This design comes from an exercise in tuning for small area and a short achievable clock period on the open sky130 flow, not from production work. Function was checked by simulation only, so behaviour that the tests miss may differ from the original. Power and IR drop assume default switching activity.

job 7847:
==> flow/design.v (excerpt) <==
module mproc (input wire clk, reset, input wire [15:0] d_in, output wire [6:0] addr, output wire [15:0] d_out);
  reg pa, pb, pc_;           
  reg [15:0] ir;             
  reg op0;                   
  reg carry;
  reg [6:0] pc;
  reg [15:0] opa, opb;
  reg [71:0] pp;             
  always @(posedge clk) begin
    pa  <= reset | pc_;
    pb  <= ~reset & pa;
    pc_ <= ~reset & pb;
  end
  always @(posedge clk) ir <= d_in;
  always @(posedge clk)
    if (reset) op0 <= 1'b0;
    else if (pb) op0 <= d_in[9];
  wire ld = ir[15];
  wire is_alu = (ir[15:12] == 4'b0000);
  wire wr = ld | is_alu;
  wire [2:0] rd = ir[8:6];
  wire [2:0] op = {ir[11:10], op0};
  wire [15:0] r_sum, r_and, r_or, r_xor, r_shl, r_shr, mul;
  wire cout;
  alu alu_0 (op, opa, opb, r_sum, r_and, r_or, r_xor, r_shl, r_shr, cout);
  mul_tree mul_0 (pp, {opb[15], opb[13], opb[11], opb[9], opb[7], opb[5], opb[3], opb[1]}, mul);
  always @(posedge clk) carry <= cout;
  wire exe = pc_ & ~reset;
  wire xa = exe & is_alu;
  wire s_ld  = exe & ld;
  wire s_add = xa & (op[2:1] == 2'd0);
  wire s_and = xa & (op == 3'd2);
  wire s_or  = xa & (op == 3'd3);
  wire s_xor = xa & (op == 3'd4);
  wire s_mul = xa & (op == 3'd5);
  wire s_shl = xa & (op == 3'd6);
  wire s_shr = xa & (op == 3'd7);
  wire [15:0] res = ({16{s_ld}} & d_in) | ({16{s_add}} & r_sum) | ({16{s_and}} & r_and) |
                    ({16{s_or}} & r_or) | ({16{s_xor}} & r_xor) | ({16{s_shl}} & r_shl) |
                    ({16{s_shr}} & r_shr);
  wire [15:0] wdata = res | ({16{s_mul}} & mul);
  wire wen = pc_ & wr;
  wire [7:1] we;
  genvar i;
  generate for (i = 1; i < 8; i = i + 1) begin : g_we
    assign we[i] = reset | (wen & (rd == i));
  end endgenerate
  wire [15:0] qa, qb;
  reg_file rf (clk, we, wdata, d_in[2:0], d_in[5:3], qa, qb);
  wire [71:0] pp_n;
  booth_pp ppg (qa, qb, pp_n);
  always @(posedge clk) pp <= pp_n;
  wire ldop = pb & ~reset;
  wire fwa = wen & (rd == ir[2:0]) & (rd != 3'd0);
  wire fwb = wen & (rd == ir[5:3]) & (rd != 3'd0);
  wire [15:0] opa_d = wdata | ({16{ldop}} & qa);
  wire [15:0] opb_d = wdata | ({16{ldop}} & qb);
  always @(posedge clk) begin
    if (ldop | reset | fwa) opa <= opa_d;
    if (ldop | reset | fwb) opb <= opb_d;
  end
  wire j = pc_ & ir[14] & carry;
  wire [6:0] delta = ld ? (j ? 7'h7f : 7'h01) : (j ? (~ir[6:0] + 7'h01) : 7'h00);
  ...
Size: about 2100 cells after synthesis, about 240 flip-flops, about 41 I/O pins.
clock: 10.0 ns
lec_check: 0
abc_area: 1
cap_margin: 20
core_margin: 2
core_utilization: 40
setup_slack_margin: 5
slew_margin: 20
standard.sh (not shown) runs the stock make flow with config.mk's settings and CLKGATE_MAP_FILE= SYNTH_SCRIPT=/design/flow/synth_recipe.tcl, a recipe that flattens the netlist after the stock synthesis.
==> flow/flow/run.sh <==
#!/bin/bash
set -euo pipefail
MARGIN=6.35
sed -e "s/SETUP_SLACK_MARGIN=[0-9.]*/SETUP_SLACK_MARGIN=$MARGIN/" \
    -e "s|CLKGATE_MAP_FILE= |CLKGATE_MAP_FILE= 'BUFFER_PORTS_ARGS=-buffer_cell sky130_fd_sc_hd__buf_2' |" \
    standard.sh > my_standard.sh
bash my_standard.sh > layout.log 2>&1
Edits applied to the flow inputs when going from job 7847 to job 5688:
diff --git a/flow/flow/run.sh b/flow/flow/run.sh
--- a/flow/flow/run.sh
+++ b/flow/flow/run.sh
@@ -3 +3 @@
-MARGIN=6.35
+MARGIN=6.2
diff --git a/flow/config.mk b/flow/config.mk
--- a/flow/config.mk
+++ b/flow/config.mk
@@ -11 +11,3 @@
-export CORE_UTILIZATION = 40
+export CORE_UTILIZATION = 55
+export CTS_BUF_LIST = sky130_fd_sc_hd__clkbuf_8
+export CTS_CLUSTER_SIZE = 16
## What came out
Job 5688 did not stop at any stage, and its layout met the timing, DRC and antenna checks. The half-perimeter wire length after detailed placement was comparable across job 5688 and job 7847. Going from job 7847 to job 5688, clock share of power shrinks by 2.6 points. Job 7847 was larger in final cell area than job 5688. Per the comparison of job 5688 with job 7847, final worst-path cycle share increased by 1.4 points relative to the old numbers; peak ir drop on the vdd network grew by 39%; final critical-path required period picked up an extra 140 ps. Comparing job 5688 and job 7847, sequential share of layout area is lower on job 7847. Total power draw: job 5688 > job 7847.
Relative to job 5688, the following input files were edited for job 5667:
diff --git a/flow/config.mk b/flow/config.mk
--- a/flow/config.mk
+++ b/flow/config.mk
@@ -11 +11 @@
-export CORE_UTILIZATION = 55
+export CORE_UTILIZATION = 40
@@ -13 +13 @@
-export CTS_CLUSTER_SIZE = 16
+export CTS_CLUSTER_SIZE = 24
### Flow results
The flow did not stop early for job 5667: all stages ran, and the layout cleared the timing, DRC and antenna checks. Compared with job 5688, in job 5667 post-CTS setup-driven buffer insertion count increased 1; gate count after technology mapping essentially unchanged. Overall power consumption: job 5667 and job 5688 compared, higher one is job 5688. Looking at final clock period utilization by the worst path, job 5667 sits 1.6 points lower than job 5688 does. Between job 5688 and job 5667, the flow reports count of vias placed by the detailed router decreasing slightly. Job 5688 leaves less setup margin than job 5667. [compare] base=job 5688 new=job 5667: sum of negative setup slack shows no meaningful change; area taken by multi-input logic gates held steady. Job 5667 vs. job 5688: non-clock buffer count shows a reduction of about 17%, area inside the core boundary shows an increase of 10000 um^2. Critical path depth: job 5667 vs job 5688 identical.
Here is what was changed in the inputs of job 7839 compared with job 5667.
diff --git a/flow/flow/run.sh b/flow/flow/run.sh
--- a/flow/flow/run.sh
+++ b/flow/flow/run.sh
@@ -3 +3 @@
-MARGIN=6.2
+MARGIN=6.5
diff --git a/flow/config.mk b/flow/config.mk
--- a/flow/config.mk
+++ b/flow/config.mk
@@ -13 +13 @@
-export CTS_CLUSTER_SIZE = 24
+export CTS_CLUSTER_SIZE = 16
- Looking at the reports, job 7839 completed the entire flow and the layout it produced met the timing, DRC and antenna checks.
- Note that the power recorded for job 5667 amounts to 0.941 times the value seen in job 7839.
- Between job 7839 and job 5667, the worst path buffer plus inverter count figures differ only marginally.
- Fraction of power spent switching nets, job 7839 and job 5667: smaller value in job 7839
- From job 7839 to job 5667, buffer levels on the longest clock path did not move at all.


mproc, a different RTL version from the one above (not shown whole).
For scale: about 210 flip-flops, about 41 I/O pins, about 0.015 sq mm of cells after synthesis.
Settings: LEC_CHECK=0, ABC_AREA=1, CAP_MARGIN=20, CORE_MARGIN=2, CORE_UTILIZATION=40, SETUP_SLACK_MARGIN=5, SLEW_MARGIN=20; clock period 10.0 ns.
run.sh (not shown) runs the stock make flow with config.mk's settings and CLKGATE_MAP_FILE= SYNTH_SCRIPT=/design/flow/synth_recipe.tcl, a recipe that flattens the netlist after the stock synthesis.
Stock flow here: none of the scripts above is used.
The baseline passed the timing, DRC and antenna checks.
Edit:
--- a/flow/config.mk
+++ b/flow/config.mk
@@ -11,3 +11,3 @@
 export CORE_UTILIZATION = 40
-export SETUP_SLACK_MARGIN = 5
+export SETUP_SLACK_MARGIN = 4.5
 export SLEW_MARGIN = 20
After rerunning: Combinational power fell by a few percent; cell area fell slightly; total power fell slightly; wire length fell slightly; worst hold slack gains 0.0032 ns; first-iteration DRC count rose slightly; flip-flop and latch count does not change; synthesized area is unchanged; synthesized cell count is unchanged; worst setup slack loses 0.41 ns.


RTL: one of the versions met above, not the one the previous note started from.
Size: roughly 41 I/O pins.
export LEC_CHECK = 0
export ABC_AREA = 1
export CAP_MARGIN = 0
export CORE_MARGIN = 2
export CORE_UTILIZATION = 40
export CTS_BUF_LIST = sky130_fd_sc_hd__clkbuf_8
export CTS_CLUSTER_SIZE = 16
export SETUP_SLACK_MARGIN = 5
export SLEW_MARGIN = 0
create_clock -name core_clock -period 10.0 [get_ports {clk}]
standard.sh (not shown) runs the stock make flow with config.mk's settings and CLKGATE_MAP_FILE= SYNTH_SCRIPT=/design/flow/synth_recipe.tcl, a recipe that flattens the netlist after the stock synthesis.
==> flow/flow/run.sh <==
#!/bin/bash
set -euo pipefail
MARGIN=6.2
sed -e "s/SETUP_SLACK_MARGIN=[0-9.]*/SETUP_SLACK_MARGIN=$MARGIN/" \
    -e "s|CLKGATE_MAP_FILE= |CLKGATE_MAP_FILE= 'BUFFER_PORTS_ARGS=-buffer_cell sky130_fd_sc_hd__buf_2' |" \
    standard.sh > my_standard.sh
bash my_standard.sh > layout.log 2>&1
==> next run, changes <==
--- a/flow/config.mk
+++ b/flow/config.mk
@@ -7,5 +7,5 @@
 export LEC_CHECK = 0
 export ABC_AREA = 1
-export CAP_MARGIN = 0
+export CAP_MARGIN = 20
 export CORE_MARGIN = 2
 export CORE_UTILIZATION = 40
@@ -13,3 +13,3 @@
 export CTS_CLUSTER_SIZE = 16
 export SETUP_SLACK_MARGIN = 5
-export SLEW_MARGIN = 0
+export SLEW_MARGIN = 20
Effect:
- The changed run finished clean
- wire length hardly moves
- worst hold slack is better by 0.0056 ns
- first-iteration DRC count grows by 9.2%
- clock power goes down by about 0.4%
- via count grows by 0.50%
- worst setup slack gets better by 0.038 ns
- sequential cell count stays the same
- cell count barely changes
- final area increases by 0.96%
==> next run, changes <==
==> flow/flow/run.sh (replaced) <==
#!/bin/bash
set -euo pipefail
MARGIN=6.0
sed -e "s/SETUP_SLACK_MARGIN=[0-9.]*/SETUP_SLACK_MARGIN=$MARGIN/" \
    -e "s|CLKGATE_MAP_FILE= |CLKGATE_MAP_FILE= 'BUFFER_PORTS_ARGS=-buffer_cell sky130_fd_sc_hd__buf_2' |" \
    standard.sh > my_standard.sh
bash my_standard.sh > layout.log 2>&1
Result: Global-route usage rose by 0.54 points; register-to-register slack degrades by 0.08 ns; wire length came out higher by 1.5%; total power went down by 4.8%; worst setup slack got worse by 0.10 ns; sequential share of layout area rose by 0.60 points; clock power goes up by 3.7%; via count increases by 0.32%; worst hold slack gets better by 0.0047 ns; cell count came out lower by 0.34%; count of clock-buffer cells in the layout climbs by 3.
==> next run, changes <==
==> flow/flow/run.sh (replaced) <==
#!/bin/bash
set -euo pipefail
MARGIN=6.3
sed -e "s/SETUP_SLACK_MARGIN=[0-9.]*/SETUP_SLACK_MARGIN=$MARGIN/" \
    -e "s|CLKGATE_MAP_FILE= |CLKGATE_MAP_FILE= 'BUFFER_PORTS_ARGS=-buffer_cell sky130_fd_sc_hd__buf_2' |" \
    standard.sh > my_standard.sh
bash my_standard.sh > layout.log 2>&1
--- a/flow/config.mk
+++ b/flow/config.mk
@@ -14,2 +14,3 @@
 export SETUP_SLACK_MARGIN = 5
 export SLEW_MARGIN = 20
+export TNS_END_PERCENT = 30
The changed run finished clean.
Via count stays flat.
Setup slack gets better by 0.12 ns.
Total power went up by 6.0%.
Hold slack gets worse by 0.0095 ns.
Wire length went down by 0.61%.
First-iteration DRC count went down by 1.2%.
Design area went up by 1.8%.
Core utilization went up by 0.83 points.
==> next run, changes <==
==> flow/flow/run.sh (replaced) <==
#!/bin/bash
set -euo pipefail
MARGIN=6.35
sed -e "s/SETUP_SLACK_MARGIN=[0-9.]*/SETUP_SLACK_MARGIN=$MARGIN/" \
    -e "s|CLKGATE_MAP_FILE= |CLKGATE_MAP_FILE= 'BUFFER_PORTS_ARGS=-buffer_cell sky130_fd_sc_hd__buf_2' |" \
    standard.sh > my_standard.sh
bash my_standard.sh > layout.log 2>&1
--- a/flow/config.mk
+++ b/flow/config.mk
@@ -12,5 +12,5 @@
 export CTS_BUF_LIST = sky130_fd_sc_hd__clkbuf_8
 export CTS_CLUSTER_SIZE = 16
+export GPL_ROUTABILITY_DRIVEN = 0
 export SETUP_SLACK_MARGIN = 5
 export SLEW_MARGIN = 20
-export TNS_END_PERCENT = 30
After rerunning: Routed wire length goes down by about 0.9%. Clock skew fell by 0.016 ns. Total power went up by about 1.1%. Non-clock buffer count came out higher by 15.
==> next run, changes <==
--- a/flow/config.mk
+++ b/flow/config.mk
@@ -12,5 +12,4 @@
 export CTS_BUF_LIST = sky130_fd_sc_hd__clkbuf_8
 export CTS_CLUSTER_SIZE = 16
-export GPL_ROUTABILITY_DRIVEN = 0
 export SETUP_SLACK_MARGIN = 5
 export SLEW_MARGIN = 20
What happened: The changed run passed the timing, DRC and antenna checks. Global-route usage rises by 0.64 points. Synthesized area stays the same. Total power falls by a few percent. Synthesized cell count is unchanged.

static timing again, ports no longer ideal:
The results above use ideal ports. As a check the final layouts listed here were re-extracted and re-timed, cells and wires unchanged.
Step 1 (the two cells are an assumption about what drives the block):
set clk [get_ports {clk}]
set_driving_cell -lib_cell sky130_fd_sc_hd__clkbuf_16 $clk
set_driving_cell -lib_cell sky130_fd_sc_hd__buf_2 [delete_from_list [all_inputs] $clk]
Step 2, shift: input delay + t, output delay - t, t = (earliest + latest rising clock arrival at the registers) / 2. This alone moves slack from input paths to output paths.
a / b / c = no drivers / after step 1 / after step 2; a / b = the first two.
run	t, ns	setup WS [ns]	worst setup path at the end	clock arrival spread, ns	worst slew at a driven data input, ns
job 7847	0.605	6.069 / 6.069 / 5.800	input to register	0.031 / 0.031	0.03
job 5688	0.605	5.924 / 5.924 / 5.644	input to register	0.027 / 0.027	0.03
job 5667	0.645	6.089 / 6.089 / 5.621	input to register	0.020 / 0.021	0.03
job 7839	0.652	6.089 / 6.089 / 5.887	input to register	0.057 / 0.056	0.04
the first run of note 2	0.570	5.228 / 5.228 / 4.925	input to register	0.021 / 0.021	0.05
the second run of note 2	0.570	4.814 / 4.814 / 4.814	register to register	0.019 / 0.019	0.05
the first run of note 3	0.643	6.051 / 6.051 / 5.534	input to register	0.030 / 0.030	0.03
the second run of note 3	0.645	6.089 / 6.089 / 5.621	input to register	0.020 / 0.021	0.03
the third run of note 3	0.665	5.984 / 6.009 / 5.344	input to register	0.038 / 0.038	0.05
the fourth run of note 3	0.656	6.100 / 6.114 / 5.470	input to register	0.044 / 0.044	0.03
the fifth run of note 3	0.657	6.047 / 6.047 / 5.711	input to register	0.033 / 0.033	0.03
the sixth run of note 3	0.666	6.126 / 6.126 / 5.743	input to register	0.068 / 0.068	0.03
After both steps every run listed still meets setup and hold. For the third run of note 3, which loses most, drivers alone change the setup slack by +0.025 ns; drivers and shift together by -0.640 ns.
